This is an optimization exercise on Yosys and OpenROAD, whose aim is small area and a short achievable clock period, not a production implementation.
RTL that was checked went through simulation tests only; none was proved equivalent to the original.
No activity file was given, so power comes from the tool's default toggle rates.

Setup of the baseline:
// finalproject
module finalproject #(
    parameter CLK_FREQ_HZ = 8_000,
    parameter SCAN_RATE   = 1000
)(
    input  wire        CLK,
    input  wire        RST_N,
    input  wire [3:0]  ROWS,
    output reg  [3:0]  COLS,
    output wire [7:0]  HEX0,
    output wire [7:0]  HEX1,
    output wire [7:0]  HEX2,
    output wire [9:0]  LEDS,
    output wire [7:0]  DBG
);
For scale: ~52 I/O pins, roughly 6700 um^2 of cells after synthesis.
clock: 10.0 ns
lec_check: 0
abc_clock_period_in_ps: 3000
cap_margin: 20
core_margin: 2
core_utilization: 40
setup_slack_margin: 5
slew_margin: 20
tns_end_percent: 100
run.sh (not shown) runs the stock make flow with config.mk's settings and CLKGATE_MAP_FILE= SYNTH_SCRIPT=/design/flow/synth_recipe.tcl, a recipe that flattens the netlist after the stock synthesis.
--- input diff the baseline..the candidate ---
--- a/flow/config.mk
+++ b/flow/config.mk
@@ -7,3 +7,2 @@
 export LEC_CHECK = 0
-export ABC_CLOCK_PERIOD_IN_PS = 3000
 export CAP_MARGIN = 20
@@ -11,4 +10,2 @@
 export CORE_UTILIZATION = 40
-export SETUP_SLACK_MARGIN = 5
 export SLEW_MARGIN = 20
-export TNS_END_PERCENT = 100
==> comparison <==
- The candidate was carried through to the last stage, and its layout satisfied the timing, DRC and antenna checks.
- The baseline -> the candidate: final antenna-violating net count delta 0, exact match
- Compared with the baseline, in the candidate die area essentially unchanged; slack of the critical path essentially unchanged.
- Number of vias after detailed routing across the baseline and the candidate: no real change.
- Clock edge transition at the registers on the reported setup and hold paths delta (the baseline -> the candidate): insignificant

* * *

## oak
The RTL this note starts from:
==> flow/design.v <==
module finalproject #(
    parameter CLK_FREQ_HZ = 8_000,
    parameter SCAN_RATE   = 1000
)(
    input  wire        CLK,
    input  wire        RST_N,
    input  wire [3:0]  ROWS,
    output wire [3:0]  COLS,
    output wire [7:0]  HEX0,
    output wire [7:0]  HEX1,
    output wire [7:0]  HEX2,
    output wire [9:0]  LEDS,
    output wire [7:0]  DBG
);
    reg [2:0] cnt;
    reg       tick;        
    reg       first;       
    reg [3:0] colsx;       
    assign COLS = colsx ^ 4'b1110;
    always @(posedge CLK or negedge RST_N) begin
        if (!RST_N) begin
            cnt   <= 3'd0;
            tick  <= 1'b0;
            first <= 1'b1;
            colsx <= 4'b0000;
        end else begin
            cnt  <= cnt + 3'd1;
            tick <= (cnt == 3'd7);
            if (tick) begin
                first <= 1'b0;
                if (!first) colsx <= {COLS[2:0], COLS[3]} ^ 4'b1110;
            end
        end
    end
    wire one_row = (ROWS == 4'b1110) | (ROWS == 4'b1101) |
                   (ROWS == 4'b1011) | (ROWS == 4'b0111);
    wire [1:0] cidx = {~COLS[3] | ~COLS[2], ~COLS[3] | ~COLS[1]};
    wire [1:0] ridx = {~ROWS[3] | ~ROWS[2], ~ROWS[3] | ~ROWS[1]};
    reg [3:0] kcode;
    always @(*) begin
        case ({cidx, ridx})
            4'b00_00: kcode = 4'd1;  4'b00_01: kcode = 4'd4;
            4'b00_10: kcode = 4'd7;  4'b00_11: kcode = 4'hE;
            4'b01_00: kcode = 4'd2;  4'b01_01: kcode = 4'd5;
            4'b01_10: kcode = 4'd8;  4'b01_11: kcode = 4'd0;
            4'b10_00: kcode = 4'd3;  4'b10_01: kcode = 4'd6;
            4'b10_10: kcode = 4'd9;  4'b10_11: kcode = 4'hF;
            4'b11_00: kcode = 4'hA;  4'b11_01: kcode = 4'hB;
            4'b11_10: kcode = 4'hC;  default:  kcode = 4'hD;
        endcase
    end
    reg [3:0] code;        
    reg       kev;         
    reg       idle;        
    always @(posedge CLK) code <= kcode;
    always @(posedge CLK or negedge RST_N) begin
        if (!RST_N) begin
            kev  <= 1'b0;
            idle <= 1'b1;
        end else begin
            kev <= tick & idle & one_row;
            if (tick) idle <= (ROWS == 4'b1111);
        end
    end
    wire k_clr   = (code == 4'hE);
    wire k_eq    = (code == 4'hF);
    wire k_op    = code[3] & (code[2] ^ code[1]);
    wire k_digit = ~code[3] | ~(code[2] | code[1]);
    function [6:0] seg;
        input [3:0] v;
        begin
            seg[0] = (v[0] & ~v[1] & ~v[2] & ~v[3]) | (v[0] & ~v[1] & v[2] & v[3]) | (~v[0] & ~v[1] & v[2] & ~v[3]) | (v[0] & v[1] & ~v[2] & v[3]);
            seg[1] = (~v[0] & v[2] & v[3]) | (v[0] & ~v[1] & v[2] & ~v[3]) | (~v[0] & v[1] & v[2]) | (v[0] & v[1] & v[3]);
            seg[2] = (~v[0] & v[1] & ~v[2] & ~v[3]) | (v[1] & v[2] & v[3]) | (~v[0] & v[2] & v[3]);
            seg[3] = (v[0] & ~v[1] & ~v[2] & ~v[3]) | (~v[0] & ~v[1] & v[2] & ~v[3]) | (~v[0] & v[1] & ~v[2] & v[3]) | (v[0] & v[1] & v[2]);
            seg[4] = (v[0] & ~v[3]) | (~v[1] & v[2] & ~v[3]) | (v[0] & ~v[1] & ~v[2]);
            seg[5] = (v[0] & ~v[1] & v[2] & v[3]) | (v[1] & ~v[2] & ~v[3]) | (v[0] & ~v[2] & ~v[3]) | (v[0] & v[1] & ~v[3]);
            seg[6] = (~v[0] & ~v[1] & v[2] & v[3]) | (v[0] & v[1] & v[2] & ~v[3]) | (~v[1] & ~v[2] & ~v[3]);
        end
    endfunction
    reg [6:0] opa, opb;
    reg [2:0] op;
    reg       opsel;
    reg       done;
    reg       nfirst_op;   
    wire      first_op = ~nfirst_op;
    reg [1:0] dcnt;
    reg [3:0] last_key;
    reg       nready;      
    wire      ready = ~nready;
    reg [6:0] nh0, nh1, nh2;
    wire [6:0] hex0 = nh0 ^ 7'b1000000;
    wire [6:0] hex1 = ~nh1;
    wire [6:0] hex2 = ~nh2;
    reg [9:0] lfsr;
    wire acc   = kev & ready;
    wire work  = acc & ~k_clr & ~done;      
    wire w_dig = work & k_digit;
    wire w_op  = work & k_op;
    wire w_eq  = work & k_eq;
    wire w_clr = acc & k_clr;
    wire       two = (dcnt == 2'd1);
    wire [6:0] x10 = {last_key, 3'b000} + {2'b00, last_key, 1'b0} + {3'b000, code};
    wire [6:0] nv  = two ? x10 : {3'b000, code};
    localparam [9:0] LFSR_SEED = 10'h001;
    localparam [9:0] LFSR_END  = 10'h2d3;
    wire [9:0] lfsr_nx = {lfsr[8:0], lfsr[9] ^ lfsr[6]};
    always @(posedge CLK)
        lfsr <= work ? LFSR_SEED : lfsr_nx;
    localparam S_IDLE = 3'd0, S_WAIT = 3'd1, S_START = 3'd2, S_LOOP = 3'd3,
               S_FIX = 3'd4, S_CONV = 3'd5, S_SEG = 3'd6;
    reg [7:0] R, Q;
    reg       c, qc, eqf;
    reg [2:0] st;
    wire op_add = (op == 3'd1);
    wire op_sub = (op == 3'd2);
    wire op_mul = (op == 3'd3);
    wire op_div = (op == 3'd4);
    wire k0 = (cnt == 3'd0);
    wire k7 = (cnt == 3'd7);
    wire [7:0] opa8 = {1'b0, opa};
    wire [7:0] opb8 = {1'b0, opb};
    wire ab = opa8[cnt];
    wire bb = opb8[cnt];
    wire tb = (cnt == 3'd1) | (cnt == 3'd3);                  
    wire eb = (cnt == 3'd1) | (cnt == 3'd2) | (cnt == 3'd3);   
    wire bz  = (opb == 7'd0);
    wire err = op_div & bz;
    wire ld  = op_add | op_sub | op_div;
    wire in_conv = (st == S_CONV);
    wire sub = in_conv | op_sub | op_div;
    wire rb  = R[0];
    wire qb  = Q[0];
    wire yb  = (in_conv ? tb : bb) ^ sub;
    wire cin = k0 ? sub : c;
    wire sb  = rb ^ yb ^ cin;
    wire cout = (rb & yb) | (cin & (rb ^ yb));
    wire qcin = k0 | qc;
    wire qs  = qb ^ qcin;
    reg nbR, nbQ;
    always @(*) begin
        case (st)
            S_START: begin
                nbR = err ? eb : (ld & ab);
                nbQ = err ? eb : ld;
            end
            S_LOOP, S_CONV: begin
                nbR = sb;
                nbQ = qs;
            end
            S_FIX: begin
                nbR = op_div ? qb : (op_mul & rb);
                nbQ = 1'b0;
            end
            default: begin
                nbR = rb;
                nbQ = qb;
            end
        endcase
        if (k7) begin
            nbR = 1'b0;
            nbQ = 1'b0;
        end
    end
    wire ge10 = R[7] | R[6] | R[5] | (R[4] & (R[3] | R[2]));
    wire q9   = Q[4] & Q[1];
    wire [2:0] s_cs = (ge10 & ~q9) ? S_CONV : S_SEG;
    wire [3:0] units = {R[2], R[1], R[0], R[7]};       
    wire [3:0] s0   = (st == S_SEG) ? Q[4:1] : (k_eq ? (units & {4{opsel}}) : code);
    wire [6:0] seg0 = seg(s0);
    reg [2:0] st_n;
    always @(*) begin
        case (st)
            S_WAIT:  st_n = S_START;
            S_START: st_n = err ? S_SEG : ((ld | (op_mul & ~eqf)) ? S_LOOP : s_cs);
            S_LOOP:  st_n = op_mul ? (eqf ? S_FIX : S_LOOP) :
                            op_div ? (c ? S_LOOP : S_FIX) :
                            op_sub ? (c ? s_cs : S_FIX) : s_cs;
            S_FIX:   st_n = s_cs;
            S_CONV:  st_n = s_cs;
            default: st_n = S_IDLE;
        endcase
    end
    always @(posedge CLK) begin
        c   <= cout;
        qc  <= qcin & qb;
        eqf <= (k0 | eqf) & ~(nbQ ^ ab);
        R   <= {nbR, R[7:1]};
        if ((st == S_SEG) & k7) Q <= {1'b0, seg0};
        else Q <= {nbQ, Q[7:1]};
    end
    always @(posedge CLK or negedge RST_N) begin
        if (!RST_N) st <= S_IDLE;
        else if (w_dig | w_op) st <= S_WAIT;
        else if (k7) st <= st_n;
    end
    wire [2:0] op_n   = w_clr ? 3'd0 : (w_op ? code[2:0] - 3'd1 : op);
    wire       done_n = ~w_clr & (done | w_eq);
    always @(posedge CLK or negedge RST_N) begin
        if (!RST_N) begin
            opa <= 0; opb <= 0; op <= 0; opsel <= 0; done <= 0;
            nfirst_op <= 0; dcnt <= 0; last_key <= 0; nready <= 0;
            nh0 <= 7'd0; nh1 <= 7'd0; nh2 <= 7'd0;
        end else begin
            if (work) nready <= 1'b1;
            else if (lfsr == LFSR_END && cnt == 3'd2) nready <= 1'b0;
            if (acc) last_key <= code;
            if (w_clr | (w_dig & first_op)) opa <= w_clr ? 7'd0 : nv;
            if (w_clr | (w_dig & ~first_op)) opb <= w_clr ? 7'd0 : nv;
            op <= op_n;
            done <= done_n;
            if (w_clr | w_op) opsel <= w_op;
            if (w_clr | w_op) nfirst_op <= ~w_clr;
            if (w_clr | w_op | w_dig) dcnt <= w_dig ? (two ? 2'd2 : 2'd1) : 2'd0;
            if (w_clr) nh0 <= (7'b1000000) ^ 7'b1000000;
            else if (w_dig | w_eq) nh0 <= (seg0) ^ 7'b1000000;
            if (w_eq) nh1 <= ~(opsel ? {Q[5:0], Q[7]} : 7'b1000000);
            else if (w_dig & two) nh1 <= ~(hex0);
            else if (w_clr | w_op | w_dig) nh1 <= ~(7'b1111111);
            if (w_clr) nh2 <= ~(7'b1111111);
            else if (w_op)
                case (code[2:0])
                    3'b010:  nh2 <= ~(7'b0001000);     
                    3'b011:  nh2 <= ~(7'b0000011);     
                    3'b100:  nh2 <= ~(7'b1000110);     
                    default: nh2 <= ~(7'b0100001);     
                endcase
            else if (w_eq & ~opsel) nh2 <= ~(7'b0001110);   
        end
    end
    assign HEX0 = {1'b1, hex0};
    assign HEX1 = {1'b1, hex1};
    assign HEX2 = {1'b1, hex2};
    assign LEDS = {done, opsel, first_op, dcnt, ready, last_key};
    assign DBG  = {op, done, opa[3:0]};
endmodule
Settings: LEC_CHECK=0, ABC_AREA=1, CAP_MARGIN=20, CORE_MARGIN=2, CORE_UTILIZATION=40, CTS_BUF_LIST=sky130_fd_sc_hd__clkbuf_8 sky130_fd_sc_hd__clkbuf_16, SLEW_MARGIN=20; clock period 10.0 ns.
standard.sh (not shown) runs the stock make flow with config.mk's settings and CLKGATE_MAP_FILE= SYNTH_SCRIPT=/design/flow/synth_recipe.tcl, a recipe that flattens the netlist after the stock synthesis.
==> flow/flow/run.sh <==
#!/bin/bash
# Own flow: the standard layout (standard.sh, unchanged synthesis,
# floorplan, power grid, placement, CTS and routing), with two changes:
#  - the port buffers are plain buffers instead of the delay cells that
#    buffer_ports picks by default;
#  - setup repair aims at a margin below the clock period.
# Each tool's full output stays in orfs/logs; make's output goes to
# standard.log in this folder.
set -euo pipefail
bash standard.sh \
  "BUFFER_PORTS_ARGS=-buffer_cell sky130_fd_sc_hd__buf_2" \
  SETUP_SLACK_MARGIN=7 \
  finish > standard.log 2>&1
Input changes introduced in pine (baseline for comparison: oak):
# oak
export LEC_CHECK = 0
export ABC_AREA = 1
export CAP_MARGIN = 20
export CORE_MARGIN = 2
export CORE_UTILIZATION = 40
export CTS_BUF_LIST = sky130_fd_sc_hd__clkbuf_8 sky130_fd_sc_hd__clkbuf_16
export SLEW_MARGIN = 20
create_clock -name core_clock -period 10.0 [get_ports {CLK}]
# pine
export LEC_CHECK = 0
export ABC_AREA = 1
export CAP_MARGIN = 20
export CORE_MARGIN = 2
export CORE_UTILIZATION = 40
export SLEW_MARGIN = 20
create_clock -name core_clock -period 10.0 [get_ports {CLK}]
Findings:
| area taken by multi-input logic gates | oak vs pine | ≈ equal |
Re utilization: no difference whatsoever between oak and pine.
Reported for pine and oak, static leakage turned out identical to the last digit.
Diff pine..oak | logic depth of the worst register-to-register path | unchanged
As far as clock network fraction of total power is concerned, oak and pine perform about the same.
Taking oak as the reference, in pine total power held steady, post-synthesis cell type count essentially unchanged, final routed wirelength across all metal layers ~0 delta, share of the cycle needed by the critical path after routing shows no meaningful change.
Compared with oak, in pine global-route usage neither gained nor lost much, overall die area neither gained nor lost much.
No run of this note included a check of the RTL's function; only the layout flow was run.

-- re-timing with driven ports --
The results above use ideal ports. As a check the final layouts listed here were re-extracted and re-timed, cells and wires unchanged.
Step 1: set_driving_cell puts a clkbuf_16 on CLK and a buf_2 on each other input, an assumption about the parent block.
Step 2 also shifts input and output timing later by t, the mid clock arrival at the registers, as if the neighbouring blocks saw the same clock.
Three values: no drivers, after step 1, after step 2; two values: the first two.
run	shift t [ns]	slack for setup (ns)	worst setup path at the end	worst register clock-pin slew, ns
the baseline	0.394	5.428 / 5.428 / 5.428	register to register	0.07 / 0.07
the candidate	0.394	5.428 / 5.428 / 5.428	register to register	0.07 / 0.07
oak	0.378	7.056 / 7.019 / 7.153	input to register	0.07 / 0.07
pine	0.378	7.056 / 7.019 / 7.153	input to register	0.07 / 0.07
After both steps every run listed still meets setup and hold.
